Source: an optimization exercise on an open RTL-to-GDS flow (aim: small area and a short achievable clock period). Production flows keep margins and buffers that such runs may drop. In this exercise RTL edits were held to simulation tests only and were not proved equivalent to the original.

==> flow/design.v, too long to show whole: its modules and the start of the top module <==
// module ALU_ACC: 75 lines
// module mul16: 305 lines
// module div16: 681 lines
// module BR: 23 lines
// module IR: 23 lines
// module MAR: 28 lines
// module MBR: 33 lines
// module PC: 27 lines
// module bitcruncher_dp: 75 lines
module bitcruncher_dp(
    input         clk,
    input         rst_n,
    input  [21:0] ctrl,             
    input  [15:0] MBR_in_memory,
    output [7:0]  MAR_out_memory,
    output [15:0] MBR_out_memory,
    output [7:0]  IR_out,
    output [3:0]  ALUflags
    );
  // ...
==> flow/flow/run.sh <==
#!/bin/bash
# The standard layout, with the standard synthesis, changed in two ways (the
# clock period and the constraints are the design's own):
#  - timing repair aims for 27 ns of setup slack instead of 0;
#  - after synthesis the delay cells (clkdlybuf4s*, dlygate*, dlymetal*) are
#    added to the platform's don't-use list, so the port buffers that
#    placement inserts are plain buffers instead of delay buffers.
# Each step's output goes to its own log.
set -euo pipefail
bash standard.sh synth > synth.log 2>&1
DONT_USE="sky130_fd_sc_hd__lpflow_bleeder_1 sky130_fd_sc_hd__lpflow_clkbufkapwr_1 sky130_fd_sc_hd__lpflow_clkbufkapwr_16 sky130_fd_sc_hd__lpflow_clkbufkapwr_2 sky130_fd_sc_hd__lpflow_clkbufkapwr_4 sky130_fd_sc_hd__lpflow_clkbufkapwr_8 sky130_fd_sc_hd__lpflow_clkinvkapwr_1 sky130_fd_sc_hd__lpflow_clkinvkapwr_16 sky130_fd_sc_hd__lpflow_clkinvkapwr_2 sky130_fd_sc_hd__lpflow_clkinvkapwr_4 sky130_fd_sc_hd__lpflow_clkinvkapwr_8 sky130_fd_sc_hd__lpflow_decapkapwr_12 sky130_fd_sc_hd__lpflow_decapkapwr_3 sky130_fd_sc_hd__lpflow_decapkapwr_4 sky130_fd_sc_hd__lpflow_decapkapwr_6 sky130_fd_sc_hd__lpflow_decapkapwr_8 sky130_fd_sc_hd__lpflow_inputiso0n_1 sky130_fd_sc_hd__lpflow_inputiso0p_1 sky130_fd_sc_hd__lpflow_inputiso1n_1 sky130_fd_sc_hd__lpflow_inputiso1p_1 sky130_fd_sc_hd__lpflow_inputisolatch_1 sky130_fd_sc_hd__lpflow_isobufsrc_1 sky130_fd_sc_hd__lpflow_isobufsrc_16 sky130_fd_sc_hd__lpflow_isobufsrc_2 sky130_fd_sc_hd__lpflow_isobufsrc_4 sky130_fd_sc_hd__lpflow_isobufsrc_8 sky130_fd_sc_hd__lpflow_isobufsrckapwr_16 sky130_fd_sc_hd__lpflow_lsbuf_lh_hl_isowell_tap_1 sky130_fd_sc_hd__lpflow_lsbuf_lh_hl_isowell_tap_2 sky130_fd_sc_hd__lpflow_lsbuf_lh_hl_isowell_tap_4 sky130_fd_sc_hd__lpflow_lsbuf_lh_isowell_4 sky130_fd_sc_hd__lpflow_lsbuf_lh_isowell_tap_1 sky130_fd_sc_hd__lpflow_lsbuf_lh_isowell_tap_2 sky130_fd_sc_hd__lpflow_lsbuf_lh_isowell_tap_4 sky130_fd_sc_hd__probe_p_8 sky130_fd_sc_hd__probec_p_8 sky130_fd_sc_hd__clkdlybuf4s15_1 sky130_fd_sc_hd__clkdlybuf4s15_2 sky130_fd_sc_hd__clkdlybuf4s18_1 sky130_fd_sc_hd__clkdlybuf4s18_2 sky130_fd_sc_hd__clkdlybuf4s25_1 sky130_fd_sc_hd__clkdlybuf4s25_2 sky130_fd_sc_hd__clkdlybuf4s50_1 sky130_fd_sc_hd__clkdlybuf4s50_2 sky130_fd_sc_hd__dlygate4sd1_1 sky130_fd_sc_hd__dlygate4sd2_1 sky130_fd_sc_hd__dlygate4sd3_1 sky130_fd_sc_hd__dlymetal6s2s_1 sky130_fd_sc_hd__dlymetal6s4s_1 sky130_fd_sc_hd__dlymetal6s6s_1 "
bash standard.sh SETUP_SLACK_MARGIN=27 "DONT_USE_CELLS=$DONT_USE" finish > layout.log 2>&1
==> flow/standard.sh <==
#!/bin/bash
# synth_recipe.tcl (not shown) runs the flow's synth.tcl, then flattens the netlist and writes it again
# the make line also repeats each setting of config.mk as NAME=value (left out here)
make -C /OpenROAD-flow-scripts/flow DESIGN_CONFIG=/design/flow/config.mk WORK_HOME=/design/flow/orfs CLKGATE_MAP_FILE= SYNTH_SCRIPT=/design/flow/synth_recipe.tcl "${@:-finish}"
==> flow/config.mk <==
export PLATFORM = sky130hd
export DESIGN_NAME = bitcruncher_dp
export DESIGN_NICKNAME = bitcruncher_dp
export VERILOG_FILES = /design/flow/design.v
export SDC_FILE = /design/flow/constraint.sdc
export NUM_CORES = 4
export LEC_CHECK = 0
export ABC_AREA = 1
export CAP_MARGIN = 20
export CORE_MARGIN = 2
export CORE_UTILIZATION = 40
export SLEW_MARGIN = 20
==> flow/constraint.sdc <==
create_clock -name core_clock -period 40.0 [get_ports {clk}]
set_input_delay 8.0000 -clock core_clock [delete_from_list [all_inputs] [get_ports {clk}]]
set_output_delay 8.0000 -clock core_clock [all_outputs]
set_load 0.01 [all_outputs]
==> run summary, run 1 <==
Setup Fix Bufs, Post-CTS 39; Critical Path End Type flop; final instance area 23000 sq um; Yosys warning count 6; status finished clean; CTS H-Tree Depth 3; Least-Margin Pin Slew around 1.2 ns; multiplexer area fraction after synthesis less than 1%; Netlist cell types 64; IO Pins 76; Clock Sinks approximately 90; WHS roughly 0.49 ns; Antenna Cells 0; Slew Limit Headroom between 10% and 20%; Worst Slack Setup Final 27.66 ns; CP peak stage delay approximately 0.4 ns; wl on met1 32070 microns; Tapcell Cnt between 600 and 700; # Max-Cap Violations 0; GRT busiest layer met2; multi-input combinational cell area 16390 sq um; crit-path most repeated cell nand2_1; Cell Rows roughly 80; fraction of area in multi-input gates roughly 71%; clock latency (worst-skew pair) approximately 0.36 ns; metal2 WL about 36000 microns; Finished Core Util 45.93%; inverter count 460; critical path arrival between 10 and 15 ns; die height between 200 and 250 microns; Setup crit start kind flop
==> inputs of run 2 (changes only) <==
--- a/flow/config.mk
+++ b/flow/config.mk
@@ -9,4 +9,5 @@
 export CAP_MARGIN = 20
 export CORE_MARGIN = 2
 export CORE_UTILIZATION = 40
+export PLACE_DENSITY = 0.5
 export SLEW_MARGIN = 20
==> run 2 against run 1 <==
Clock-buffer cell count stayed put; critical path depth down 3; sequential cell count is the same; final area is 2.5% higher; synthesized cell count unchanged; core utilization grew 1.1 points.
==> run summary, run 2 <==
status finished clean; reg2reg start u_BR.BRr[0]; R2R setup slack around 27 ns; Gate Count Post-Synth around 2900; DP HPWL 62740 microns; CTS tree done; async set-or-reset flop fraction in the synthesized netlist 82.61%; Synth area leaders ha_1, nand2_1, dfrtp_1; Antenna Cells 0 (unchanged); routed vias 21050; crit-path most repeated cell nand2_1; Max Clock Freq 79.74 MHz; Cell Rows 82 (unchanged); adder-cell share of the synthesized area 27.51%; initial DRC count 1918; synthesized area 20230 sq um; CTS H-Tree Depth 3 (unchanged); Top FF cell, synth dfrtp_1; HP Class flop to flop; wire per inst roughly 22 microns; Yosys warning count 6 (unchanged); clk_skew around 0.017 ns; Setup crit start kind flop; Clock Sinks 92 (unchanged); ratio of final minimum period to clock period between 30% and 40%; Netlist cell types 64 (unchanged); DRC errors left 0; Compound-Gate Fraction of Synth Area 14.68%; die height 228.9 microns (unchanged); Cell Area, Placed ~21000 sq um; Die ar. between 50000 and 60000 sq um; syn_area_per_cell 7.042 sq um; CP max-delay cell fa_1; RSZ-0062 raised after global routing yes; Synth top area share around 19%; clock-pin slew on the worst setup and hold paths 0.08 ns; Routed Antenna Nets 0; number of I/O port buffers slightly above 70; Worst Slack Setup Final 27.46 ns (-0.2049 ns); Mapped Nets roughly 3300; IO Pins 76 (unchanged); Setup crit start u_BR.BRr[0]; WS Path Type flop to flop; clk buf depth 2; # Max-Cap Violations 0 (unchanged); number of global-route vias before repair roughly 20000; Synth area leader ha_1; simple-gate share of the synthesized area between 20% and 30%; area grow syn2layout 16.46%; GRT Total Usage a little under a third; CP peak stage delay 0.44 ns (+0.04 ns); final instance area 23560 sq um (+2.5%); number of synthesized flops with an enable pin 16; largest net degree at the start of global routing 45; Critical Path End Type flop; Least-Margin Pin Slew 1.405 ns (+0.2023 ns); Slew Viols, Final 0; Slew Limit Headroom 5.554% (-14 points); Final Hold Viols 0; area of the core roughly 50000 sq um; grt total ovfl 0; largest family of logic cells by synthesized area adder cells; critical path arrival 12.78 ns (+0.24 ns); Cells on Worst Hold Path 2; CTS Buf Count 9; Register-to-Register Path Depth 89; xor-xnor portion of the synthesized cell area 9.048%; FILL cells approximately 5300; pre-CTS WS between 20 and 25 ns; Synth top cells by count nand2_1, inv_1, ha_1, nor2_1, a21oi_1; Initial Utilization between 40% and 50%; Hold Buf Count CTS 0; final net count roughly 3500; Seq/Total Area, Yosys 11.78%; most numerous cell in the Yosys netlist nand2_1; most frequent cells in the layout nand2_1, inv_1, ha_1; register bit total from synthesis ~90; initial antenna violation count 0; first-pass GRT wire length roughly 130000 microns; commonest non-fill, non-tap cell in the layout nand2_1; Worst EP required just over 40 ns; clock latency (worst-skew pair) 0.38 ns (+0.02 ns); Post-Route WL about 85000 microns; vias per inst approximately 5.6; Clock Root Buffer clkbuf_16; Final Wtd Congestion around 1; setup violators final 0; setup TNS 0 ns; share of layout cells above drive strength 1 ~16%; min Tclk post-route between 10 and 15 ns; multiplexer area fraction after synthesis 0.7545% (unchanged); 1st-pass router iterations 6; Die Width 228.9 microns; hold_sp u_ALU_ACC.ALUflags[0]; Crit Path Max Fanout 10
==> run 2: cell counts after synthesis <==
Identical to the previous run, type by type.
==> run 2: path summary, 6_finish.rpt <==
path                                         end
setup / recovery                u_ALU_ACC.ACC[1]
hold / removal             u_ALU_ACC.ALUflags[0]
setup reg to reg                u_ALU_ACC.ACC[1]
hold reg to reg            u_ALU_ACC.ALUflags[0]
max in group asynchronous            u_BR.BRr[2]
min in group asynchronous            u_IR.IRr[4]
==> run 2: critical path, delay by kind of cell, from the launching register on <==
| kind | cells | cell delay, ns |
|---|---|---|
| and+or+nand+nor | 48 | 5.97 |
| AOI/OAI and AO/OA | 9 | 1.18 |
| adders and majority gates | 9 | 2.27 |
| DFF | 1 | 0.41 |
| buffers and inverters | 23 | 2.51 |
==> run 2: final cells by class <==
type,count,area (sq um),share of cell area (%)
clock inverter,7,77.57,0.3292
tap,672,840.8,3.569
clock buffer,9,225.2,0.9559
inverter,460,1836,7.790
timing repair buffer,299,1509,6.404
sequential,92,2412,10.24
multi-input combinational,2246,16660,70.71
==> run 2: logic make-up (layout without fill, tap and decap cells) <==
kind of cell,count (synthesis),count (layout)
xor gates and xnor gates,209,209
adders and majority gates,395,395
and+or+nand+nor,1134,1134
AOI/OAI and AO/OA,494,494
DFF,92,92
buffers and inverters,535,775
muxes,14,14
==> run 2: repair_timing <==
item                       4_1_cts  5_1_grt
resized for setup               91      195
buffers inserted                41      135
setup endpoints to repair        6        5
cloned                           2        0
pin swaps                       11       69
==> run 2: per-layer routing <==
metal	GRT usage [%]	vias to the layer above	wire [microns]
met3	3.106	206	5495
met1	42.92	10090	36850
li1	-	9922	-
met2	50.98	835	38350
met4	12.95	0	4204
met5	0	-	0
==> run 2: per-stage QoR <==
stage | cells | hold WS, ns | util, %
final | 3785 | 0.4948 | 47.06
after global routing | 3785 | 0.5271 | 47.06
after CTS | 3650 | 0.4974 | 44.20
after detailed placement | 3591 | 0.4688 | 42.42
after global placement | 3591 | 0.4676 | 42.42
after floorplan | 2873 | 0.4688 | -
==> inputs of run 3 (changes only) <==
--- a/flow/config.mk
+++ b/flow/config.mk
@@ -9,5 +9,5 @@
 export CAP_MARGIN = 20
 export CORE_MARGIN = 2
 export CORE_UTILIZATION = 40
-export PLACE_DENSITY = 0.5
+export GPL_ROUTABILITY_DRIVEN = 0
 export SLEW_MARGIN = 20
==> run 3 against run 2 <==
Largest cell class unchanged; still clean; non-clock buffer count shrank 52; die area is the same; sequential share of layout area grew 0.25 points; first-iteration DRC count grew 6.6%; setup slack gained 0.019 ns; critical endpoint is now u_ALU_ACC.ALUflags[3]; synthesized area is the same; clock-buffer cell count is the same; final area shrank 2.3%; sequential cell count is the same; highest routed layer unchanged.
==> run summary, run 3 <==
status finished clean; Setup crit start kind input port; Worst Slack Setup Final 27.48 ns (+0.01920 ns); GRT Total Usage 28.64% (-2.8 points); Least-Margin Pin Slew 1.190 ns (-0.2145 ns); Max Clock Freq 79.86 MHz (+0.15%); area grow syn2layout 13.76%; Slew Viols, Final 0 (unchanged); share of layout cells above drive strength 1 13.75% (-1.8 points); grt total ovfl 0 (unchanged); wire per inst 20.69 microns (-7.8%); HP Class flop to flop; CTS tree done; most frequent cells in the layout nand2_1, inv_1, ha_1; final instance area 23010 sq um (-2.3%); Critical Path End Type flop; Top FF cell, synth dfrtp_1; synthesized area 20230 sq um (unchanged); CP max-delay cell nor4b_1; Synth top area share 19.30% (unchanged); 1st-pass router iterations 7 (+1); initial DRC count 2045 (+6.6%); final net count 3491 (-1.5%); largest net degree at the start of global routing 41 (-8.9%); DP HPWL 57420 microns (-8.5%); Die Width 228.9 microns (unchanged); first-pass GRT wire length 117100 microns (-6.3%); vias per inst 5.662 (+1.8%); FILL cells 5215 (-1.2%); # Max-Cap Violations 0 (unchanged); crit-path most repeated cell nor2_1; async set-or-reset flop fraction in the synthesized netlist 82.61% (unchanged); routed vias 21150 (+0.45%); CP peak stage delay 0.61 ns (+0.17 ns); Slew Limit Headroom 19.98% (+14 points); initial antenna violation count 1 (+1); RSZ-0062 raised after global routing yes; CP cell instances buf_1 > clkbuf_2 > xnor2_1 > ha_1 > inv_1 > o21ai_0 > inv_1 > nor2_1 > nor2_1 > o21ai_0 > inv_1 > nor2_1 > nor2_1 > o21ai_0 > o21ai_0 > a21oi_1 > o221ai_1 > a2111oi_1 > nand4_1 > nor4b_1 > nand4_1 > nor2_1 > nand4_1 > a31oi_1; Mapped Nets 3308 (unchanged); Cell Area, Placed 21220 sq um (about the same); setup violators final 0 (unchanged); die height 228.9 microns (unchanged); Initial Utilization 40.41% (unchanged); Post-Route WL 77280 microns (-9.0%); Worst EP required 40.29 ns (+0.05 ns); WHS 0.4879 ns (-0.006816 ns); critical path arrival 12.81 ns (+0.03 ns); Synth top cells by count nand2_1, inv_1, ha_1, nor2_1, a21oi_1; clock-pin slew on the worst setup and hold paths 0.08 ns (about the same); clk buf depth 2 (unchanged); Netlist cell types 64 (unchanged); Gate Count Post-Synth 2873 (unchanged); Yosys warning count 6 (unchanged); Hold Buf Count CTS 0 (unchanged); Seq/Total Area, Yosys 11.78% (unchanged); number of I/O port buffers 72 (unchanged); Clock Sinks 92 (unchanged); area of the core 50070 sq um (unchanged); number of global-route vias before repair 20200 (+2.6%); Synth area leaders ha_1, nand2_1, dfrtp_1; DRC errors left 0 (unchanged); Synth area leader ha_1; min Tclk post-route 12.52 ns (-0.01920 ns); CP Buf/Inv Count 5 (-78%); clk_skew 0.009238 ns (-0.007443 ns); ratio of final minimum period to clock period 31.30% (-0.048 points); syn_area_per_cell 7.042 sq um (unchanged); CTS H-Tree Depth 3 (unchanged); number of synthesized flops with an enable pin 16 (unchanged); pre-CTS WS 23.32 ns (+0.3940 ns); cell family with most CP delay compound AO/OA/AOI/OAI gates; Routed Antenna Nets 0 (unchanged); most numerous cell in the Yosys netlist nand2_1; CTS Buf Count 9 (unchanged); setup TNS 0 ns (unchanged); Crit Path Max Fanout 11 (+1); WS Path Type input port to flop; commonest non-fill, non-tap cell in the layout nand2_1; Die ar. 52390 sq um (unchanged); Final Hold Viols 0 (unchanged); Cell Rows 82 (unchanged); Clock Root Buffer clkbuf_16; IO Pins 76 (unchanged); register bit total from synthesis 92 (unchanged); clock latency (worst-skew pair) 0.37 ns (about the same)
==> run 3: cell counts after synthesis <==
No cell type changed its count.
==> run 3: worst paths after layout <==
check / startpoint / end / slack (ns) / cells after the start
min in group asynchronous: rst_n / u_IR.IRr[0] / 7.64 / 1
hold / removal: u_ALU_ACC.ALUflags[0] / u_ALU_ACC.ALUflags[0] / 0.49 / 2
setup reg to reg: u_BR.BRr[11] / u_ALU_ACC.ACC[0] / 27.59 / 90
setup / recovery: ctrl[9] / u_ALU_ACC.ALUflags[3] / 27.48 / 24
max in group asynchronous: rst_n / u_BR.BRr[6] / 30.86 / 2
hold reg to reg: u_ALU_ACC.ALUflags[0] / u_ALU_ACC.ALUflags[0] / 0.49 / 2
==> run 3: cells by family after synthesis <==
logic type | share of synthesized area, %
muxes | 0.7545
AOI/OAI and AO/OA | 14.68
xor gates and xnor gates | 9.048
and+or+nand+nor | 26.09
buffers and inverters | 10.14
DFF | 11.78
adders and majority gates | 27.51
==> run 3: worst reg2reg max path, delay by kind of cell (launching register included) <==
family | cells | cell delay (ns)
compound gates | 8 | 1.32
fa+ha+maj | 8 | 1.57
buf+inv | 22 | 2.42
flops | 1 | 0.45
simple gates | 52 | 6.55
==> run 3: metal layers <==
metal | share of wire (%) | global-route usage (%) | routed length, microns | up-vias
met3 | 7.6 | 3.855 | 5874 | 254
li1 | - | - | - | 9819
met1 | 42 | 37.38 | 32310 | 10080
met2 | 45 | 46.61 | 34920 | 994
met4 | 5.4 | 13.94 | 4184 | 0
met5 | 0 | 0 | 0 | -
==> run 3: stage by stage <==
stage                     instances  util, %
final                          3735    45.97
after global routing           3733    45.96
after CTS                      3640    43.93
after detailed placement       3588    42.38
after global placement         3588    42.38
after floorplan                2873        -
==> run 3: final cells by class <==
class	instances	area (sq um)	area share [%]
well taps	672	840.8	3.653
flip-flops and latches	92	2415	10.49
inverters	460	1803	7.834
multi-input cells	2246	16430	71.40
clock buffers	9	225.2	0.9786
clock inverters	7	80.08	0.3479
repair buffers	247	1214	5.273
diodes	2	5.005	0.02175
==> run 3: timing repair <==
action / in CTS / in global routing
cloned: 1 / 0
pin swaps: 9 / 48
resized for setup: 75 / 150
setup buffers: 35 / 93
setup endpoints to repair: 6 / 5
==> inputs of run 4 (changes only) <==
--- a/flow/config.mk
+++ b/flow/config.mk
@@ -8,6 +8,5 @@
 export ABC_AREA = 1
 export CAP_MARGIN = 20
 export CORE_MARGIN = 2
-export CORE_UTILIZATION = 40
-export GPL_ROUTABILITY_DRIVEN = 0
+export CORE_UTILIZATION = 33
 export SLEW_MARGIN = 20
==> run 4 against run 3 <==
Critical path type is now flop to flop; via count decreased by 2.6%; critical endpoint is now u_ALU_ACC.ACC[0]; largest cell class unchanged; still clean on timing, DRC and antenna; first-iteration DRC count decreased by 6.5%; synthesized cell count unchanged; non-clock buffer count decreased by 19.
==> run summary, run 4 <==
status finished clean; ratio of final minimum period to clock period 31.11% (-0.19 points); Post-Route WL 76460 microns (-1.1%); Die ar. 63300 sq um (+21%); Synth top area share 19.30% (unchanged); Gate Count Post-Synth 2873 (unchanged); 1st-pass router iterations 6 (-1); most numerous cell in the Yosys netlist nand2_1; Synth top cells by count nand2_1, inv_1, ha_1, nor2_1, a21oi_1; Final Hold Viols 0 (unchanged); initial antenna violation count 1 (unchanged); RSZ-0062 raised after global routing no; Hold Buf Count CTS 0 (unchanged); number of synthesized flops with an enable pin 16 (unchanged); reg2reg start u_BR.BRr[0]; Yosys warning count 6 (unchanged); Least-Margin Pin Slew 1.117 ns (-0.07329 ns); setup violators final 0 (unchanged); area of the core 60470 sq um (+21%); Antenna Cells 0 (-2); GRT Total Usage 23.43% (-5.2 points); Mapped Nets 3308 (unchanged); area grow syn2layout 13.82% (about the same); commonest non-fill, non-tap cell in the layout nand2_1; synthesized area 20230 sq um (unchanged); Routed Antenna Nets 0 (unchanged); clk buf depth 2 (unchanged); CTS H-Tree Depth 3 (unchanged); Top FF cell, synth dfrtp_1; Setup crit start kind flop; grt total ovfl 0 (unchanged); clock latency (worst-skew pair) 0.38 ns (about the same); clock-pin slew on the worst setup and hold paths 0.08 ns (about the same); share of layout cells above drive strength 1 13.58% (-0.18 points); clk_skew 0.01440 ns (+0.005166 ns); Seq/Total Area, Yosys 11.78% (unchanged); Synth area leaders ha_1, nand2_1, dfrtp_1; async set-or-reset flop fraction in the synthesized netlist 82.61% (unchanged); final net count 3472 (-0.54%); Clock Sinks 92 (unchanged); Critical Path End Type flop; register bit total from synthesis 92 (unchanged); min Tclk post-route 12.45 ns (-0.07660 ns); Initial Utilization 33.46% (-7.0 points); Max Clock Freq 80.35 MHz (+0.62%); die height 251.6 microns (+9.9%); DP HPWL 57620 microns (+0.36%); IO Pins 76 (unchanged); crit-path most repeated cell nand2_1; Reg-to-Reg End u_ALU_ACC.ACC[0]; Slew Viols, Final 0 (unchanged); number of global-route vias before repair 18990 (-6.0%); Die Width 251.6 microns (+9.9%); Netlist cell types 64 (unchanged); CP peak stage delay 0.91 ns (+0.30 ns); Cells on Worst Hold Path 2 (unchanged); Cell Rows 90 (+9.8%); most frequent cells in the layout nand2_1, inv_1, ha_1; CTS tree done; DRC errors left 0 (unchanged); Crit Path Max Fanout 10 (-1); number of I/O port buffers 72 (unchanged); Register-to-Register Path Depth 78 (-13%); # Max-Cap Violations 0 (unchanged); Finished Core Util 38.08% (-7.9 points); Worst EP required 40.24 ns (-0.05 ns); syn_area_per_cell 7.042 sq um (unchanged); Synth area leader ha_1; hold_sp u_ALU_ACC.ALUflags[0]; first-pass GRT wire length 114200 microns (-2.5%); HP Class flop to flop; Clock Root Buffer clkbuf_16; Slew Limit Headroom 25.54% (+5.6 points); Final Wtd Congestion between 0.9 and 1; hold endpoint u_ALU_ACC.ALUflags[0]; initial DRC count 1913 (-6.5%); WS Path Type flop to flop; R2R setup slack 27.55 ns (-0.04 ns); CP max-delay cell fa_1; vias per inst 5.388 (-4.8%); critical path arrival 12.68 ns (-0.13 ns); CTS Buf Count 9 (unchanged); wire per inst 19.99 microns (-3.4%); largest net degree at the start of global routing 59 (+44%); routed vias 20600 (-2.6%); setup TNS 0 ns (unchanged)
-- run 4: cell counts after synthesis --
No cell type changed its count.
-- run 4: area by class of cell --
type,instances,area [sq um]
clock buffers,9,225.2
clock inverters,7,68.82
fillers,6373,37440
inverters,460,1817
multi-input cells,2246,16420
flip-flops and latches,92,2409
well taps,782,978.4
repair buffers,228,1109
-- run 4: cells by family after synthesis --
family / count (synthesis) / share of synthesized area [%]
adders and majority gates: 395 / 27.51
DFF: 92 / 11.78
AOI/OAI and AO/OA: 494 / 14.68
xor gates and xnor gates: 209 / 9.048
muxes: 14 / 0.7545
buffers and inverters: 535 / 10.14
and+or+nand+nor: 1134 / 26.09
-- run 4: metrics by stage --
step / worst slack [ns] / instances / hold WS (ns) / area, sq um
final: 27.55 / 3824 / 0.4862 / 23030
after global routing: 26.81 / 3824 / 0.5258 / 23030
after CTS: 27.01 / 3760 / 0.4898 / 22180
after detailed placement: 23.14 / 3693 / 0.4720 / 21340
after global placement: 23.28 / 3693 / 0.4652 / 21340
after floorplan: 27.18 / 2873 / 0.4688 / 20230
-- run 4: critical path, delay by kind of cell, from the launching register on --
kind / cells / cell delay (ns)
adders and majority gates: 10 / 3.16
and+or+nand+nor: 46 / 5.84
buffers and inverters: 17 / 2.15
AOI/OAI and AO/OA: 5 / 0.72
DFF: 1 / 0.42
-- run 4: timing repair --
item                                    4_1_cts  5_1_grt
pin swaps                                    13       43
setup buffers                                51       64
endpoints found under the setup margin        6        5
gates resized for setup                      86      143
cloned                                        0        0
-- run 4: how the worst max path moves through the flow --
stage	startpoint	endpoint	cells past startpoint
2_1_floorplan	u_BR.BRr[1]	u_ALU_ACC.ACC[0]	85
3_3_place_gp	u_BR.BRr[13]	u_ALU_ACC.ACC[0]	81
3_5_place_dp	u_BR.BRr[13]	u_ALU_ACC.ACC[0]	83
4_1_cts	u_BR.BRr[9]	u_ALU_ACC.ACC[1]	89
5_1_grt	u_BR.BRr[7]	u_ALU_ACC.ACC[0]	88
6_report	u_BR.BRr[0]	u_ALU_ACC.ACC[0]	78
-- run 4: layer usage --
| metal | vias up | routed length [microns] | GRT usage, % |
|---|---|---|---|
| met5 | - | 11 | 0 |
| met4 | 2 | 3718 | 9.711 |
| met3 | 189 | 5301 | 2.022 |
| met2 | 833 | 35050 | 38.94 |
| met1 | 9792 | 32380 | 31.22 |
| li1 | 9786 | - | - |
==> inputs of run 5 (changes only) <==
--- a/flow/config.mk
+++ b/flow/config.mk
@@ -8,5 +8,6 @@
 export ABC_AREA = 1
 export CAP_MARGIN = 20
 export CORE_MARGIN = 2
-export CORE_UTILIZATION = 33
+export CORE_UTILIZATION = 40
+export CTS_BUF_LIST = sky130_fd_sc_hd__clkbuf_4 sky130_fd_sc_hd__clkbuf_8
 export SLEW_MARGIN = 20
==> run 5 against run 4 <==
Still clean; hold slack better by 0.0090 ns; non-clock buffer count is 17 higher; fmax is 0.40% higher; via count is 2.2% higher.
==> run summary, run 5 <==
status finished clean; CP peak stage delay 0.44 ns (-0.47 ns); area grow syn2layout 13.12%; routed vias 21050 (+2.2%); Gate Count Post-Synth 2873 (unchanged); IO Pins 76 (unchanged); CTS Buf Count 9 (unchanged); min Tclk post-route 12.40 ns (-0.04980 ns); vias per inst 5.639 (+4.7%); hold_sp u_ALU_ACC.ALUflags[0]; HP Class flop to flop; crit-path most repeated cell nand2_1; initial DRC count 1954 (+2.1%); Yosys warning count 6 (unchanged); Die Width 228.9 microns (-9.0%); register bit total from synthesis 92 (unchanged); clk_skew 0.01574 ns (+0.001335 ns); Cell Rows 82 (-8.9%); # Max-Cap Violations 0 (unchanged); number of global-route vias before repair 20150 (+6.1%); Post-Route WL 77110 microns (+0.86%); clk buf depth 2 (unchanged); Cells on Worst Hold Path 2 (unchanged); FF+latch area 2402 sq um (-0.26%); Top FF cell, synth dfrtp_1; WS Path Type flop to flop; RSZ-0062 raised after global routing no; Reg-to-Reg End u_ALU_ACC.ACC[0]; cell family with most CP delay simple AND/OR/NAND/NOR gates; DP HPWL 57620 microns (about the same); 1st-pass router iterations 6 (unchanged); Setup crit start kind flop; Worst Slack Setup Final 27.60 ns (+0.04980 ns); ratio of final minimum period to clock period 30.99% (-0.12 points); Max Clock Freq 80.68 MHz (+0.40%); async set-or-reset flop fraction in the synthesized netlist 82.61% (unchanged); GRT Total Usage 28.54% (+5.1 points); commonest non-fill, non-tap cell in the layout nand2_1; Mapped Nets 3308 (unchanged); most numerous cell in the Yosys netlist nand2_1; share of layout cells above drive strength 1 13.60% (+0.023 points); Synth top cells by count nand2_1, inv_1, ha_1, nor2_1, a21oi_1; CP Buf/Inv Count 21 (+4); syn_area_per_cell 7.042 sq um (unchanged); Least-Margin Pin Slew 1.236 ns (+0.1191 ns); Slew Viols, Final 0 (unchanged); CP max-delay cell dfrtp_2; Initial Utilization 40.41% (+7.0 points); Register-to-Register Path Depth 93 (+19%); clock-pin slew on the worst setup and hold paths 0.11 ns (+0.03 ns); grt total ovfl 0 (unchanged); Synth top area share 19.30% (unchanged); initial antenna violation count 1 (unchanged); Routed Antenna Nets 0 (unchanged); Slew Limit Headroom 17.05% (-8.5 points); Crit Path Max Fanout 12 (+2); Clock Sinks 92 (unchanged); clock latency (worst-skew pair) 0.40 ns (+0.02 ns); area of the core 50070 sq um (-17%); WP depth 93 (+19%); synthesized area 20230 sq um (unchanged); hold endpoint u_ALU_ACC.ALUflags[0]; critical path arrival 12.65 ns (-0.03 ns); FILL cells 5249 (-18%); wire per inst 20.66 microns (+3.3%); pre-CTS WS 23.36 ns (+0.2184 ns); Final Hold Viols 0 (unchanged); largest net degree at the start of global routing 47 (-20%); Final Wtd Congestion 0.9771 (-0.14%); CTS tree done; Netlist cell types 64 (unchanged); reg2reg start u_BR.BRr[7]; Clock Root Buffer clkbuf_8; first-pass GRT wire length 116600 microns (+2.1%); Critical Path End Type flop; CTS H-Tree Depth 3 (unchanged); Worst EP required 40.25 ns (about the same); R2R setup slack 27.60 ns (+0.05 ns); multi-input combinational cell area 16400 sq um (-0.11%); final net count 3489 (+0.49%); Synth area leader ha_1; Seq/Total Area, Yosys 11.78% (unchanged); Synth area leaders ha_1, nand2_1, dfrtp_1; Die ar. 52390 sq um (-17%); setup TNS 0 ns (unchanged); setup violators final 0 (unchanged); most frequent cells in the layout nand2_1, inv_1, ha_1; DRC errors left 0 (unchanged); die height 228.9 microns (-9.0%); number of I/O port buffers 72 (unchanged); number of synthesized flops with an enable pin 16 (unchanged)
## run 5: cell counts after synthesis
No cell type changed its count.
## run 5: metal layers
metal / vias up / global-route usage (%) / share of wire [%]
met1: 10050 / 36.99 / 42
met3: 222 / 3.830 / 7.4
li1: 9820 / - / -
met5: - / 0 / 0
met2: 955 / 47.68 / 46
met4: 0 / 11.97 / 4.7
## run 5: worst max path at each step
stage | start | end
after global placement | u_BR.BRr[7] | u_ALU_ACC.ACC[0]
after CTS | u_BR.BRr[7] | u_ALU_ACC.ACC[0]
after floorplan | u_BR.BRr[1] | u_ALU_ACC.ACC[0]
after detailed placement | u_BR.BRr[7] | u_ALU_ACC.ACC[0]
final | u_BR.BRr[7] | u_ALU_ACC.ACC[0]
after global routing | u_BR.BRr[7] | u_ALU_ACC.ACC[0]
## run 5: stage by stage
step	hold WS, ns	std cells	area (sq um)	util, %
after floorplan	0.4688	2873	20230	-
after global placement	0.4653	3584	21210	42.37
after detailed placement	0.4675	3585	21230	42.41
after CTS	0.5024	3640	21910	43.76
after global routing	0.5354	3731	22880	45.70
final	0.4952	3732	22880	45.71
## run 5: worst reg2reg max path: cells and delay by family (launching register included)
family,cells,cell delay (ns)
buffers and inverters,21,2.39
AOI/OAI and AO/OA,10,1.70
xor gates and xnor gates,1,0.14
adders and majority gates,8,1.61
DFF,1,0.44
and+or+nand+nor,53,6.00
## run 5: cell type report
cell class	instances	share of cell area (%)
Antenna cell	1	0.01093
Inverter	460	7.939
Sequential cell	92	10.50
Timing Repair Buffer	245	5.375
Clock inverter	7	0.2952
Multi-Input combinational cell	2246	71.67
Clock buffer	9	0.5413
Tap cell	672	3.674
## run 5: cell families after synthesis
family	share of synthesized area (%)
buffers and inverters	10.14
adders and majority gates	27.51
AOI/OAI and AO/OA	14.68
and+or+nand+nor	26.09
DFF	11.78
xor gates and xnor gates	9.048
muxes	0.7545
## run 5: repair_timing
item                                    4_1_cts  5_1_grt
hold buffers                                  0        0
pin swaps                                    11       43
gates cloned                                  0        1
resized for setup                            81      143
buffers inserted                             39       90
endpoints found under the setup margin        6        5
==> inputs of run 6 (changes only) <==
==> flow/flow/run.sh (replaced) <==
#!/bin/bash
# The standard layout, with the standard synthesis, changed in two ways (the
# clock period and the constraints are the design's own):
#  - timing repair aims for 27 ns of setup slack instead of 0 (29 ns in the
#    repair before placement, which sees no wires yet);
#  - after synthesis the delay cells (clkdlybuf4s*, dlygate*, dlymetal*) are
#    added to the platform's don't-use list, so the port buffers that
#    placement inserts are plain buffers instead of delay buffers.
# Each step's output goes to its own log.
set -euo pipefail
bash standard.sh synth > synth.log 2>&1
DONT_USE="sky130_fd_sc_hd__lpflow_bleeder_1 sky130_fd_sc_hd__lpflow_clkbufkapwr_1 sky130_fd_sc_hd__lpflow_clkbufkapwr_16 sky130_fd_sc_hd__lpflow_clkbufkapwr_2 sky130_fd_sc_hd__lpflow_clkbufkapwr_4 sky130_fd_sc_hd__lpflow_clkbufkapwr_8 sky130_fd_sc_hd__lpflow_clkinvkapwr_1 sky130_fd_sc_hd__lpflow_clkinvkapwr_16 sky130_fd_sc_hd__lpflow_clkinvkapwr_2 sky130_fd_sc_hd__lpflow_clkinvkapwr_4 sky130_fd_sc_hd__lpflow_clkinvkapwr_8 sky130_fd_sc_hd__lpflow_decapkapwr_12 sky130_fd_sc_hd__lpflow_decapkapwr_3 sky130_fd_sc_hd__lpflow_decapkapwr_4 sky130_fd_sc_hd__lpflow_decapkapwr_6 sky130_fd_sc_hd__lpflow_decapkapwr_8 sky130_fd_sc_hd__lpflow_inputiso0n_1 sky130_fd_sc_hd__lpflow_inputiso0p_1 sky130_fd_sc_hd__lpflow_inputiso1n_1 sky130_fd_sc_hd__lpflow_inputiso1p_1 sky130_fd_sc_hd__lpflow_inputisolatch_1 sky130_fd_sc_hd__lpflow_isobufsrc_1 sky130_fd_sc_hd__lpflow_isobufsrc_16 sky130_fd_sc_hd__lpflow_isobufsrc_2 sky130_fd_sc_hd__lpflow_isobufsrc_4 sky130_fd_sc_hd__lpflow_isobufsrc_8 sky130_fd_sc_hd__lpflow_isobufsrckapwr_16 sky130_fd_sc_hd__lpflow_lsbuf_lh_hl_isowell_tap_1 sky130_fd_sc_hd__lpflow_lsbuf_lh_hl_isowell_tap_2 sky130_fd_sc_hd__lpflow_lsbuf_lh_hl_isowell_tap_4 sky130_fd_sc_hd__lpflow_lsbuf_lh_isowell_4 sky130_fd_sc_hd__lpflow_lsbuf_lh_isowell_tap_1 sky130_fd_sc_hd__lpflow_lsbuf_lh_isowell_tap_2 sky130_fd_sc_hd__lpflow_lsbuf_lh_isowell_tap_4 sky130_fd_sc_hd__probe_p_8 sky130_fd_sc_hd__probec_p_8 sky130_fd_sc_hd__clkdlybuf4s15_1 sky130_fd_sc_hd__clkdlybuf4s15_2 sky130_fd_sc_hd__clkdlybuf4s18_1 sky130_fd_sc_hd__clkdlybuf4s18_2 sky130_fd_sc_hd__clkdlybuf4s25_1 sky130_fd_sc_hd__clkdlybuf4s25_2 sky130_fd_sc_hd__clkdlybuf4s50_1 sky130_fd_sc_hd__clkdlybuf4s50_2 sky130_fd_sc_hd__dlygate4sd1_1 sky130_fd_sc_hd__dlygate4sd2_1 sky130_fd_sc_hd__dlygate4sd3_1 sky130_fd_sc_hd__dlymetal6s2s_1 sky130_fd_sc_hd__dlymetal6s4s_1 sky130_fd_sc_hd__dlymetal6s6s_1 "
bash standard.sh SETUP_SLACK_MARGIN=29 "DONT_USE_CELLS=$DONT_USE" floorplan > floorplan.log 2>&1
bash standard.sh SETUP_SLACK_MARGIN=27 "DONT_USE_CELLS=$DONT_USE" finish > layout.log 2>&1
--- a/flow/config.mk
+++ b/flow/config.mk
@@ -9,5 +9,4 @@
 export CAP_MARGIN = 20
 export CORE_MARGIN = 2
 export CORE_UTILIZATION = 40
-export CTS_BUF_LIST = sky130_fd_sc_hd__clkbuf_4 sky130_fd_sc_hd__clkbuf_8
 export SLEW_MARGIN = 20
==> run 6 against run 5 <==
Still clean; non-clock buffer count up 39; hold slack improved by 0.014 ns; sequential cell count unchanged; synthesized area is the same; core utilization up 0.94 points; setup slack got worse by 0.092 ns; clock skew down 0.00067 ns; critical path depth decreased by 6; global-route usage is 0.85 points higher; critical endpoint unchanged; highest routed layer unchanged.
==> run summary, run 6 <==
WP depth 87 (-6.5%); Least-Margin Pin Slew 1.167 ns (-0.06859 ns); area grow syn2layout 15.44%; Seq/Total Area, Yosys 11.78% (unchanged); number of I/O port buffers 72 (unchanged); DRC errors left 0 (unchanged); number of global-route vias before repair 20060 (-0.45%); status finished clean; Yosys warning count 6 (unchanged); Netlist cell types 64 (unchanged); IO Pins 76 (unchanged); crit-path most repeated cell nand2_1; Antenna Cells 0 (-1); register bit total from synthesis 92 (unchanged); Met3 Wirelength 6054 microns (+5.7%); final net count 3530 (+1.2%); Crit Path Max Fanout 6 (-6); DR top layer met4; largest net degree at the start of global routing 45 (-4.3%); largest family of logic cells by synthesized area adder cells; WHS 0.5093 ns (+0.01409 ns); Synth top cells by count nand2_1, inv_1, ha_1, nor2_1, a21oi_1; Final Wtd Congestion 0.9686 (-0.87%); Compound-Gate Fraction of Synth Area 14.68% (unchanged); Cell Rows 82 (unchanged); R2R setup slack 27.51 ns (-0.09 ns); reg2reg start u_BR.BRr[9]; Top FF cell, synth dfrtp_1; commonest non-fill, non-tap cell in the layout nand2_1; Setup crit start u_BR.BRr[9]; Mapped Nets 3308 (unchanged); metal2 WL 36880 microns (+3.8%); initial DRC count 2066 (+5.7%); Final Hold Viols 0 (unchanged); WS Path Type flop to flop; Post-Route WL 80030 microns (+3.8%); setup TNS 0 ns (unchanged); clock latency (worst-skew pair) 0.37 ns (-0.03 ns); Gate Count Post-Synth 2873 (unchanged); Cells on Worst Hold Path 2 (unchanged); Max Clock Freq 80.08 MHz (-0.74%); routed vias 21460 (+2.0%); Clock Root Buffer clkbuf_16; Synth top area share 19.30% (unchanged); 1st-pass router iterations 6 (unchanged); Hold Buf Count CTS 0 (unchanged); wl on met1 33220 microns (+3.0%); Critical Path End u_ALU_ACC.ACC[0]; ratio of final minimum period to clock period 31.22% (+0.23 points); adder-cell share of the synthesized area 27.51% (unchanged); async set-or-reset flop fraction in the synthesized netlist 82.61% (unchanged); xor-xnor portion of the synthesized cell area 9.048% (unchanged); simple-gate share of the synthesized area 26.09% (unchanged); number of synthesized flops with an enable pin 16 (unchanged); CTS tree done; Cells after DPL 3583 (-0.056%); # Max-Cap Violations 0 (unchanged); initial antenna violation count 0 (-1); Routed Antenna Nets 0 (unchanged); CTS H-Tree Depth 3 (unchanged); Synth area leaders ha_1, nand2_1, dfrtp_1; DP HPWL 59000 microns (+2.4%); Worst Slack Setup Final 27.51 ns (-0.09200 ns); Clock Sinks 92 (unchanged); HP Class flop to flop; Worst EP required 40.22 ns (-0.03 ns); Synth area leader ha_1; first-pass GRT wire length 119300 microns (+2.3%); clk_skew 0.01507 ns (-0.0006658 ns); CTS Buf Count 9 (unchanged); Slew Viols, Final 0 (unchanged); die height 228.9 microns (unchanged); min Tclk post-route 12.49 ns (+0.09200 ns); Slew Limit Headroom 21.51% (+4.5 points); clk buf depth 2 (unchanged); setup violators final 0 (unchanged); Register-to-Register Path Depth 87 (-6.5%); GRT Total Usage 29.38% (+0.85 points); CP Buf/Inv Count 23 (+9.5%); wire per inst 21.22 microns (+2.7%); syn_area_per_cell 7.042 sq um (unchanged); Die ar. 52390 sq um (unchanged); Setup crit start kind flop; most frequent cells in the layout nand2_1, inv_1, ha_1; grt total ovfl 0 (unchanged); Initial Utilization 40.41% (unchanged); Non-Filler Instances 3772 (+1.1%); multiplexer area fraction after synthesis 0.7545% (unchanged); vias per inst 5.690 (+0.90%); critical path arrival 12.71 ns (+0.06 ns); CP max-delay cell dfrtp_2; area of the core 50070 sq um (unchanged); cell family with most CP delay simple AND/OR/NAND/NOR gates; clock-pin slew on the worst setup and hold paths 0.08 ns (-0.03 ns); Die Width 228.9 microns (unchanged); CP peak stage delay 0.53 ns (+0.09 ns); share of layout cells above drive strength 1 15.29% (+1.7 points); most numerous cell in the Yosys netlist nand2_1; pre-CTS WS 24.78 ns (+1.420 ns); Critical Path End Type flop; RSZ-0062 raised after global routing no; synthesized area 20230 sq um (unchanged); Reg-to-Reg End u_ALU_ACC.ACC[0]
[run 6: cell counts after synthesis]
No cell type changed its count.
[run 6: worst reg2reg max path: cells and delay by family, from the launching register on]
kind	cells	cell delay, ns
AOI/OAI and AO/OA	9	1.43
xor gates and xnor gates	1	0.14
adders and majority gates	9	2.22
buffers and inverters	23	2.83
DFF	1	0.53
and+or+nand+nor	45	5.19
[run 6: per-stage QoR]
step | cell area (sq um) | util (%)
3_3_place_gp | 21380 | 42.70
3_5_place_dp | 21380 | 42.70
5_1_grt | 23350 | 46.64
4_1_cts | 22110 | 44.15
2_1_floorplan | 20480 | -
6_report | 23350 | 46.64
[run 6: cell families (layout without fill, tap and decap cells)]
family | after synthesis | after routing
and+or+nand+nor | 1134 | 1135
xor gates and xnor gates | 209 | 209
buffers and inverters | 535 | 761
adders and majority gates | 395 | 395
DFF | 92 | 92
AOI/OAI and AO/OA | 494 | 494
muxes | 14 | 14
[run 6: timing repair]
item                       in CTS  in global routing
gates cloned                    0                  2
setup endpoints to repair       4                  4
buffers inserted               43                128
pin swaps                      14                 57
hold endpoints to repair        0                  0
gates resized for setup        64                163
[run 6: worst min-delay path by stage]
stage	end	slack (ns)	startpoint
4_1_cts	u_ALU_ACC.ALUflags[0]	0.50	u_ALU_ACC.ALUflags[0]
2_1_floorplan	u_MBR.MBR_out_memory[0]	0.47	u_MBR.MBRr[0]
6_report	u_ALU_ACC.ALUflags[0]	0.51	u_ALU_ACC.ALUflags[0]
3_5_place_dp	u_ALU_ACC.ALUflags[0]	0.48	u_ALU_ACC.ALUflags[0]
3_3_place_gp	u_ALU_ACC.ALUflags[0]	0.48	u_ALU_ACC.ALUflags[0]
5_1_grt	u_ALU_ACC.ALUflags[2]	0.54	u_ALU_ACC.ALUflags[2]
[run 6: cell type report]
cell class                      instances  area, sq um
Multi-Input combinational cell       2247        16620
Clock buffer                            9        225.2
Timing Repair inverter                  1        11.26
Inverter                              460         1852
Timing Repair Buffer                  284         1331
Tap cell                              672        840.8
Fill cell                            5179        26710
Sequential cell                        92         2417
Clock inverter                          7        56.30
[run 6: per-layer routing]
layer	up-vias	track usage, %
met3	210	3.381
met2	1031	48.43
li1	9885	-
met4	0	13.43
met5	-	0
met1	10340	38.54
==> inputs of run 7 (changes only) <==
==> flow/flow/run.sh (replaced) <==
#!/bin/bash
# The standard layout, with the standard synthesis, changed in two ways (the
# clock period and the constraints are the design's own):
#  - timing repair aims for 27 ns of setup slack instead of 0 (31 ns in the
#    repair before placement, which sees no wires yet);
#  - after synthesis the delay cells (clkdlybuf4s*, dlygate*, dlymetal*) are
#    added to the platform's don't-use list, so the port buffers that
#    placement inserts are plain buffers instead of delay buffers.
# Each step's output goes to its own log.
set -euo pipefail
bash standard.sh synth > synth.log 2>&1
DONT_USE="sky130_fd_sc_hd__lpflow_bleeder_1 sky130_fd_sc_hd__lpflow_clkbufkapwr_1 sky130_fd_sc_hd__lpflow_clkbufkapwr_16 sky130_fd_sc_hd__lpflow_clkbufkapwr_2 sky130_fd_sc_hd__lpflow_clkbufkapwr_4 sky130_fd_sc_hd__lpflow_clkbufkapwr_8 sky130_fd_sc_hd__lpflow_clkinvkapwr_1 sky130_fd_sc_hd__lpflow_clkinvkapwr_16 sky130_fd_sc_hd__lpflow_clkinvkapwr_2 sky130_fd_sc_hd__lpflow_clkinvkapwr_4 sky130_fd_sc_hd__lpflow_clkinvkapwr_8 sky130_fd_sc_hd__lpflow_decapkapwr_12 sky130_fd_sc_hd__lpflow_decapkapwr_3 sky130_fd_sc_hd__lpflow_decapkapwr_4 sky130_fd_sc_hd__lpflow_decapkapwr_6 sky130_fd_sc_hd__lpflow_decapkapwr_8 sky130_fd_sc_hd__lpflow_inputiso0n_1 sky130_fd_sc_hd__lpflow_inputiso0p_1 sky130_fd_sc_hd__lpflow_inputiso1n_1 sky130_fd_sc_hd__lpflow_inputiso1p_1 sky130_fd_sc_hd__lpflow_inputisolatch_1 sky130_fd_sc_hd__lpflow_isobufsrc_1 sky130_fd_sc_hd__lpflow_isobufsrc_16 sky130_fd_sc_hd__lpflow_isobufsrc_2 sky130_fd_sc_hd__lpflow_isobufsrc_4 sky130_fd_sc_hd__lpflow_isobufsrc_8 sky130_fd_sc_hd__lpflow_isobufsrckapwr_16 sky130_fd_sc_hd__lpflow_lsbuf_lh_hl_isowell_tap_1 sky130_fd_sc_hd__lpflow_lsbuf_lh_hl_isowell_tap_2 sky130_fd_sc_hd__lpflow_lsbuf_lh_hl_isowell_tap_4 sky130_fd_sc_hd__lpflow_lsbuf_lh_isowell_4 sky130_fd_sc_hd__lpflow_lsbuf_lh_isowell_tap_1 sky130_fd_sc_hd__lpflow_lsbuf_lh_isowell_tap_2 sky130_fd_sc_hd__lpflow_lsbuf_lh_isowell_tap_4 sky130_fd_sc_hd__probe_p_8 sky130_fd_sc_hd__probec_p_8 sky130_fd_sc_hd__clkdlybuf4s15_1 sky130_fd_sc_hd__clkdlybuf4s15_2 sky130_fd_sc_hd__clkdlybuf4s18_1 sky130_fd_sc_hd__clkdlybuf4s18_2 sky130_fd_sc_hd__clkdlybuf4s25_1 sky130_fd_sc_hd__clkdlybuf4s25_2 sky130_fd_sc_hd__clkdlybuf4s50_1 sky130_fd_sc_hd__clkdlybuf4s50_2 sky130_fd_sc_hd__dlygate4sd1_1 sky130_fd_sc_hd__dlygate4sd2_1 sky130_fd_sc_hd__dlygate4sd3_1 sky130_fd_sc_hd__dlymetal6s2s_1 sky130_fd_sc_hd__dlymetal6s4s_1 sky130_fd_sc_hd__dlymetal6s6s_1 "
bash standard.sh SETUP_SLACK_MARGIN=31 "DONT_USE_CELLS=$DONT_USE" floorplan > floorplan.log 2>&1
bash standard.sh SETUP_SLACK_MARGIN=27 "DONT_USE_CELLS=$DONT_USE" finish > layout.log 2>&1
==> run 7 against run 6 <==
Still clean on timing, DRC and antenna; setup slack improved by 0.10 ns; synthesized area did not move; sequential share of layout area rose by 0.099 points; critical endpoint unchanged; highest routed layer unchanged.
==> run summary, run 7 <==
setup violators final 0 (unchanged); area of the core 50070 sq um (unchanged); Mapped Nets 3308 (unchanged); Final Wtd Congestion 0.9693 (about the same); RSZ-0062 raised after global routing yes; ratio of final minimum period to clock period 30.96% (-0.25 points); Gate Count Post-Synth 2873 (unchanged); largest net degree at the start of global routing 60 (+33%); CTS tree done; Register-to-Register Path Depth 87 (unchanged); Netlist cell types 64 (unchanged); min Tclk post-route 12.39 ns (-0.1018 ns); syn_area_per_cell 7.042 sq um (unchanged); Crit Path Max Fanout 13 (+7); Clock Root Buffer clkbuf_16; Setup crit start kind flop; vias per inst 5.663 (-0.48%); most frequent cells in the layout nand2_1, inv_1, ha_1; Least-Margin Pin Slew 1.155 ns (-0.01221 ns); FILL cells 5214 (+0.68%); Cell Rows 82 (unchanged); wire per inst 21.30 microns (+0.39%); Cell Area, Placed 21660 sq um (+1.3%); Critical Path End Type flop; crit-path most repeated cell nand2_1; Yosys warning count 6 (unchanged); DRC errors left 0 (unchanged); Worst EP required 40.24 ns (+0.02 ns); clk buf depth 2 (unchanged); number of synthesized flops with an enable pin 16 (unchanged); R2R setup slack 27.61 ns (+0.10 ns); Synth area leaders ha_1, nand2_1, dfrtp_1; clock-pin slew on the worst setup and hold paths 0.09 ns (about the same); grt total ovfl 0 (unchanged); FF+latch area 2417 sq um (unchanged); Slew Viols, Final 0 (unchanged); async set-or-reset flop fraction in the synthesized netlist 82.61% (unchanged); Top FF cell, synth dfrtp_1; Clock Sinks 92 (unchanged); HP Class flop to flop; CP peak stage delay 0.85 ns (+0.32 ns); Max Clock Freq 80.74 MHz (+0.82%); WHS 0.4936 ns (-0.01565 ns); first-pass GRT wire length 117800 microns (-1.2%); CTS Buf Count 9 (unchanged); wl on met1 33290 microns (+0.22%); 1st-pass router iterations 6 (unchanged); Cells after DPL 3577 (-0.17%); WS Path Type flop to flop; setup TNS 0 ns (unchanged); status finished clean; die height 228.9 microns (unchanged); initial antenna violation count 0 (unchanged); initial DRC count 1772 (-14%); Post-Route WL 79360 microns (-0.83%); pre-CTS WS 24.76 ns (-0.01080 ns); IO Pins 76 (unchanged); Die ar. 52390 sq um (unchanged); number of I/O port buffers 72 (unchanged); Cells on Worst Hold Path 2 (unchanged); clock latency (worst-skew pair) 0.39 ns (+0.02 ns); final instance area 23130 sq um (-0.94%); clk_skew 0.01951 ns (+0.004439 ns); Synth area leader ha_1; Initial Utilization 40.41% (unchanged); Slew Limit Headroom 22.99% (+1.5 points); multi-input combinational cell area 16640 sq um (+0.12%); # Max-Cap Violations 0 (unchanged); final net count 3483 (-1.3%); CTS H-Tree Depth 3 (unchanged); DR top layer met4; DP HPWL 59180 microns (+0.29%); synthesized area 20230 sq um (unchanged); GRT Total Usage 29.13% (-0.26 points); Routed Antenna Nets 0 (unchanged); critical path arrival 12.62 ns (-0.09 ns); register bit total from synthesis 92 (unchanged); Non-Filler Instances 3726 (-1.2%); share of layout cells above drive strength 1 15.20% (-0.092 points); commonest non-fill, non-tap cell in the layout nand2_1; Seq/Total Area, Yosys 11.78% (unchanged); Synth top cells by count nand2_1, inv_1, ha_1, nor2_1, a21oi_1; CP max-delay cell fa_1; Worst Slack Setup Final 27.61 ns (+0.1018 ns); Synth top area share 19.30% (unchanged); area grow syn2layout 14.35%; Final Hold Viols 0 (unchanged); Met3 Wirelength 5995 microns (-0.97%); metal2 WL 36380 microns (-1.4%); Die Width 228.9 microns (unchanged); most numerous cell in the Yosys netlist nand2_1; routed vias 21100 (-1.7%); number of global-route vias before repair 19670 (-1.9%)
[run 7: cell counts after synthesis]
No cell type changed its count.
[run 7: critical path: cells and delay by family, from the launching register on]
| family | cells | cell delay [ns] |
|---|---|---|
| AOI/OAI and AO/OA | 7 | 0.94 |
| adders and majority gates | 10 | 3.07 |
| buffers and inverters | 22 | 2.49 |
| DFF | 1 | 0.55 |
| and+or+nand+nor | 48 | 5.12 |
[run 7: kinds of logic (layout without fill, tap and decap cells)]
group | count (synthesis) | after routing | synth area share [%]
xor gates and xnor gates | 209 | 209 | 9.048
and+or+nand+nor | 1134 | 1135 | 26.09
DFF | 92 | 92 | 11.78
buffers and inverters | 535 | 713 | 10.14
adders and majority gates | 395 | 395 | 27.51
AOI/OAI and AO/OA | 494 | 495 | 14.68
other | 0 | 1 | 0
muxes | 14 | 14 | 0.7545
[run 7: per-layer routing]
| layer | global-route usage, % | vias to the layer above |
|---|---|---|
| li1 | - | 9803 |
| met1 | 38.26 | 10180 |
| met2 | 48.13 | 922 |
| met3 | 3.431 | 192 |
| met4 | 12.82 | 0 |
| met5 | 0 | - |
[run 7: area by class of cell]
cell class / count / share of cell area [%]
well taps: 672 / 3.635
diodes: 1 / 0.01082
clock inverters: 7 / 0.3732
clock buffers: 9 / 0.9736
repair buffers: 237 / 4.738
flip-flops and latches: 92 / 10.45
multi-input cells: 2248 / 71.93
inverters: 460 / 7.891
[run 7: through the flow]
stage / utilization (%)
4_1_cts: 44.43
3_3_place_gp: 43.27
2_1_floorplan: -
3_5_place_dp: 43.27
5_1_grt: 46.20
6_report: 46.20
[run 7: worst paths after layout]
kind,startpoint,to
max,u_BR.BRr[1],u_ALU_ACC.ACC[0]
min,u_ALU_ACC.ALUflags[2],u_ALU_ACC.ALUflags[2]
max reg2reg,u_BR.BRr[1],u_ALU_ACC.ACC[0]
min reg2reg,u_ALU_ACC.ALUflags[2],u_ALU_ACC.ALUflags[2]
max in group asynchronous,rst_n,u_ALU_ACC.ACC[9]
min in group asynchronous,rst_n,u_IR.IRr[0]
[run 7: repair_timing]
item / CTS / global route
gates cloned: 0 / 2
setup buffers: 24 / 106
resized for setup: 43 / 87
pin swaps: 7 / 42
setup endpoints to repair: 4 / 4
hold buffers: 0 / 0

[afterwards: timing with drivers on the ports]
In the flow no input, the clock included, has a driving cell. The finished layouts below were timed again as built, in two steps. Step 1 sets driving cells, clkbuf_16 on the clock port and buf_2 on the other inputs (assumed; they add their load-dependent delay and slew). Step 2, shift: input delay + t, output delay - t, t = (earliest + latest rising clock arrival at the registers) / 2. This alone moves slack from input paths to output paths. Three values: ideal, step 1, step 2; two values: the first two.
run | t, ns | setup WS [ns] | hold slack, ns | worst setup path after step 2 | pins driven straight from the clock port
run 1 | 0.408 | 27.664 / 27.664 / 27.385 | 0.487 / 0.487 / 0.487 | input to register | 1
run 2 | 0.424 | 27.459 / 27.459 / 27.314 | 0.495 / 0.495 / 0.495 | input to register | 1
run 3 | 0.413 | 27.478 / 27.503 / 27.090 | 0.488 / 0.488 / 0.488 | input to register | 1
run 4 | 0.418 | 27.555 / 27.555 / 27.540 | 0.486 / 0.486 / 0.486 | input to register | 1
run 5 | 0.444 | 27.605 / 27.605 / 27.282 | 0.495 / 0.495 / 0.495 | input to register | 1
run 6 | 0.414 | 27.513 / 27.513 / 27.137 | 0.509 / 0.509 / 0.509 | input to register | 1
run 7 | 0.428 | 27.615 / 27.615 / 27.283 | 0.494 / 0.494 / 0.494 | input to register | 1
After both steps setup and hold are still met in every run listed. For run 3, which loses most, drivers alone change the setup slack by +0.025 ns; drivers and shift together by -0.388 ns.
